This design comes from an exercise in tuning for small area, a short achievable clock period and few clock cycles on the open sky130 flow, not from production work.
Only simulation tests tie the RTL to the original design; equivalence was not proved.
Power and IR drop assume default switching activity.

==> inputs of run R <==
==> flow/design.v (excerpt) <==
module LASER (
    input CLK,
    input RST,
    input [3:0] X,
    input [3:0] Y,
    output reg [3:0] C1X,
    output reg [3:0] C1Y,
    output reg [3:0] C2X,
    output reg [3:0] C2Y,
    output reg DONE
);
    reg        loading;
    reg [5:0]  lcnt;
    reg        pre;          
    reg        fc;           
    reg        ev;           
    reg        dr;           
    reg        dr2;          
    reg [1:0]  sweep;
    reg [3:0]  g;
    reg        s1v;
    reg [3:0]  s1g;
    reg        s1z, s1l;     
    reg [5:0]  cnt [0:15];
    reg [5:0]  best;
    reg [3:0] px [0:39];
    reg [3:0] py [0:39];
    reg [3:0] rh [0:39];
    reg [3:0] rl [0:39];
    reg       fm [0:39];
    wire [3:0] fx = (dr ? (sweep == 2'd1) : (sweep == 2'd2)) ? C1X : C2X;
    wire [3:0] fy = (sweep == 2'd2) ? C1Y : C2Y;
    reg  [3:0] nr;
    reg        rs1, rs2, rsn;    
    wire [3:0] nrow = ({4{rs1}} & C1Y) | ({4{rs2}} & C2Y) | ({4{rsn}} & nr);
    wire [39:0] fnew;
    reg  [15:0] fxoh;        
    always @(posedge CLK) fxoh <= 16'd1 << fx;
    wire [15:0] hit [0:39];
    wire [3:0]  nh [0:39];
    wire [3:0]  nl [0:39];
    genvar i, j;
    generate
        for (i = 0; i < 40; i = i + 1) begin : pt
            lpt u (.hi(rh[i]), .lo(rl[i]), .fxoh(fxoh), .hit(hit[i]), .fnew(fnew[i]));
            lpre w (.px(px[(i + 1) % 40]), .py(py[(i + 1) % 40]), .cy(nrow), .hi(nh[i]), .lo(nl[i]));
        end
    endgenerate
    wire [39:0] fmn;
    wire        fen = pre | fc | ev;       
    generate
        for (i = 0; i < 40; i = i + 1) begin : fmb
            assign fmn[i] = fc ? fnew[(i + 1) % 40] : pre ? (nl[i] == 4'd0) : fm[(i + 1) % 40];
        end
    endgenerate
    integer k;
    always @(posedge CLK) begin
        for (k = 0; k < 39; k = k + 1) begin
            px[k] <= px[k+1];
            py[k] <= py[k+1];
        end
  ...
==> flow/config.mk <==
export PLATFORM = sky130hd
export DESIGN_NAME = LASER
export DESIGN_NICKNAME = LASER
export VERILOG_FILES = /design/flow/design.v
export SDC_FILE = /design/flow/constraint.sdc
export NUM_CORES = 4
export LEC_CHECK = 0
export CAP_MARGIN = 20
export CORE_MARGIN = 2
export CORE_UTILIZATION = 55
export CTS_CLUSTER_SIZE = 30
export GPL_ROUTABILITY_DRIVEN = 1
export GPL_TIMING_DRIVEN = 0
export SLEW_MARGIN = 20
==> flow/constraint.sdc <==
create_clock -name core_clock -period 22.0 [get_ports {CLK}]
set_input_delay 4.4000 -clock core_clock [delete_from_list [all_inputs] [get_ports {CLK}]]
set_output_delay 4.4000 -clock core_clock [all_outputs]
set_load 0.01 [all_outputs]
standard.sh (not shown) runs the stock make flow with config.mk's settings and CLKGATE_MAP_FILE= SYNTH_SCRIPT=/design/flow/synth_recipe.tcl, a recipe that flattens the netlist after the stock synthesis.
==> flow/flow/run.sh <==
#!/bin/bash
# Layout flow: the standard flow (standard.sh, unchanged synthesis and
# steps) with two changes to how the layout is made:
#  - the port buffers are buf_4 cells instead of the smallest buffer, so the
#    fixed input and output delays leave more of the period to the design;
#  - timing repair aims at a setup slack margin, so that the resizer also
#    works on paths that meet the 22 ns clock easily; the clock period and
#    the constraints are the design's.
# make's full output goes to standard.log; each ORFS step keeps its own log
# under orfs/logs.
set -euo pipefail
bash standard.sh \
  "BUFFER_PORTS_ARGS=-buffer_cell sky130_fd_sc_hd__buf_4" \
  SETUP_SLACK_MARGIN=16.3 \
  finish > standard.log 2>&1
==> run K: changes against run R <==
--- a/flow/design.v
+++ b/flow/design.v
@@ -25,13 +25,13 @@
     reg [5:0]  best;
     reg [3:0] px [0:39];
     reg [3:0] py [0:39];
     reg [3:0] rh [0:39];
     reg [3:0] rl [0:39];
     reg       fm [0:39];
-    wire [3:0] fx = (dr ? (sweep == 2'd1) : (sweep == 2'd2)) ? C1X : C2X;
+    wire [3:0] fx = (sweep == 2'd2) ? C1X : C2X;
     wire [3:0] fy = (sweep == 2'd2) ? C1Y : C2Y;
     reg  [3:0] nr;
     reg        rs1, rs2, rsn;    
     wire [3:0] nrow = ({4{rs1}} & C1Y) | ({4{rs2}} & C2Y) | ({4{rsn}} & nr);
     wire [39:0] fnew;
     reg  [15:0] fxoh;        
@@ -158,15 +158,15 @@
             if (pre) begin
                 pre <= 1'b0;
                 ev <= 1'b1;
                 g <= 4'd0;
             end
             nr <= (pre | fc | ev) ? nr + 4'd1 : 4'd0;
-            rs1 <= ((ev && g == 4'd15) || (dr && wupd)) && (sweep == 2'd1);
-            rs2 <= ((ev && g == 4'd15) || (dr && wupd)) && (sweep == 2'd2);
-            rsn <= !(((ev && g == 4'd15) || (dr && wupd)) && (sweep != 2'd3));
+            rs1 <= dr && (sweep == 2'd1);
+            rs2 <= dr && (sweep == 2'd2);
+            rsn <= !(dr && (sweep != 2'd3));
             if (fc) begin
                 fc <= 1'b0;
                 ev <= 1'b1;
                 g <= 4'd0;
             end
             if (ev) begin
@@ -183,14 +183,13 @@
             s1l <= (g == 4'd15);
             if (dr) begin
                 dr <= 1'b0;
                 if (sweep == 2'd3) DONE <= 1'b1;
                 else begin
                     sweep <= sweep + 2'd1;
-                    if (wupd) dr2 <= 1'b1;
-                    else fc <= 1'b1;
+                    dr2 <= 1'b1;
                 end
             end
             if (dr2) begin
                 dr2 <= 1'b0;
                 fc <= 1'b1;
             end
- CORE_UTILIZATION: 55 -> 30
- CTS_CLUSTER_SIZE: 30 -> unset
==> run C: changes against run R <==
--- a/flow/design.v
+++ b/flow/design.v
@@ -25,17 +25,16 @@
     reg [5:0]  best;
     reg [3:0] px [0:39];
     reg [3:0] py [0:39];
     reg [3:0] rh [0:39];
     reg [3:0] rl [0:39];
     reg       fm [0:39];
-    wire [3:0] fx = (dr ? (sweep == 2'd1) : (sweep == 2'd2)) ? C1X : C2X;
+    wire [3:0] fx = (sweep == 2'd2) ? C1X : C2X;
     wire [3:0] fy = (sweep == 2'd2) ? C1Y : C2Y;
     reg  [3:0] nr;
-    reg        rs1, rs2, rsn;    
-    wire [3:0] nrow = ({4{rs1}} & C1Y) | ({4{rs2}} & C2Y) | ({4{rsn}} & nr);
+    wire [3:0] nrow = dr2 ? fy : nr;
     wire [39:0] fnew;
     reg  [15:0] fxoh;        
     always @(posedge CLK) fxoh <= 16'd1 << fx;
     wire [15:0] hit [0:39];
     wire [3:0]  nh [0:39];
     wire [3:0]  nl [0:39];
@@ -137,13 +136,12 @@
     wire supd = s2v && gt6(c255, best);
     always @(posedge CLK) begin
         if (RST) begin
             loading <= 1'b1;
             lcnt <= 6'd0;
             pre <= 1'b0; fc <= 1'b0; ev <= 1'b0; dr <= 1'b0; dr2 <= 1'b0; s1v <= 1'b0; s2v <= 1'b0;
-            rs1 <= 1'b0; rs2 <= 1'b0; rsn <= 1'b1;
             DONE <= 1'b0;
         end else if (DONE) begin
             loading <= 1'b1;
             lcnt <= 6'd0;
             DONE <= 1'b0;
         end else begin
@@ -158,15 +156,12 @@
             if (pre) begin
                 pre <= 1'b0;
                 ev <= 1'b1;
                 g <= 4'd0;
             end
             nr <= (pre | fc | ev) ? nr + 4'd1 : 4'd0;
-            rs1 <= ((ev && g == 4'd15) || (dr && wupd)) && (sweep == 2'd1);
-            rs2 <= ((ev && g == 4'd15) || (dr && wupd)) && (sweep == 2'd2);
-            rsn <= !(((ev && g == 4'd15) || (dr && wupd)) && (sweep != 2'd3));
             if (fc) begin
                 fc <= 1'b0;
                 ev <= 1'b1;
                 g <= 4'd0;
             end
             if (ev) begin
@@ -183,14 +178,13 @@
             s1l <= (g == 4'd15);
             if (dr) begin
                 dr <= 1'b0;
                 if (sweep == 2'd3) DONE <= 1'b1;
                 else begin
                     sweep <= sweep + 2'd1;
-                    if (wupd) dr2 <= 1'b1;
-                    else fc <= 1'b1;
+                    dr2 <= 1'b1;
                 end
             end
             if (dr2) begin
                 dr2 <= 1'b0;
                 fc <= 1'b1;
             end
==> flow/run.sh (new file) <==
#!/bin/bash
# synth_recipe.tcl (not shown) runs the flow's synth.tcl, then flattens the netlist and writes it again
# the make line also repeats each setting of config.mk as NAME=value (left out here)
make -C /OpenROAD-flow-scripts/flow DESIGN_CONFIG=/design/flow/config.mk WORK_HOME=/design/flow/orfs CLKGATE_MAP_FILE= SYNTH_SCRIPT=/design/flow/synth_recipe.tcl finish
- CORE_UTILIZATION: 55 -> 30
- CTS_CLUSTER_SIZE: 30 -> unset
removed: flow/flow/run.sh
removed: flow/standard.sh
==> qor summary <==
|  | run R | run C | run K |
|---|---|---|---|
| Clock buffers and inverters, area share | 4.00% | 4.44% | 4.13% |
| Switching share of power | 40.1% | 40.3% | 40.6% |
| Flip-flop and latch area | 0.0173 sq mm | 0.0173 sq mm | 0.0174 sq mm |
| Cell count after placement | 10,300 | 11,700 | 11,800 |
| Non-clock inverter count in the final layout | 1,105 | 1,038 | 1,049 |
| Crit path time final | 5.70 ns | 7.40 ns | 5.80 ns |
| Result of the run | no timing/DRC/antenna violations | no timing/DRC/antenna violations | no timing/DRC/antenna violations |
| Number of buffer cells added on primary ports | 25 | 25 | 26 |
| Buffer count excluding the clock tree in the final layout | 520 | 428 | 628 |
| Number of multi-input logic gates | 6,157 | 6,183 | 6,239 |
| TritonCTS sink count | 854 | 851 | 854 |
| DR WL met2 | 131,000 microns | 143,000 microns | 156,000 microns |
| Final HPWL DP | 252,000 microns | 274,000 microns | 293,000 microns |
Testbench counts of run R, summed over its fixed seeds: cycles 12,152.
Testbench counts of run K, summed over its fixed seeds: cycles 12,408.
Testbench counts of run C, summed over its fixed seeds: cycles 12,408.

## re-timing with driven ports
Ports are ideal in the flow. The routed layouts listed here were re-timed in OpenROAD. Step 1, drivers: a clkbuf_16 drives CLK and a buf_2 each remaining input, both assumed. Step 2 times the ports against the registers' clock, not the clock port: input delays grow and output delays shrink by t, the midpoint of the rising clock arrivals with the driver on. Slacks: ideal ports / drivers / drivers and shift; pairs: ideal ports / drivers.
run	shift t [ns]	slack for setup (ns)	worst slew at a driven data input, ns
run R	0.807	16.301 / 16.235 / 16.046	0.05
run K	0.865	16.196 / 16.196 / 16.136	0.04
run C	0.881	14.599 / 14.599 / 14.599	0.07
After both steps setup and hold are still met in every run listed. For run R, which loses most, drivers alone change the setup slack by -0.066 ns; drivers and shift together by -0.255 ns.
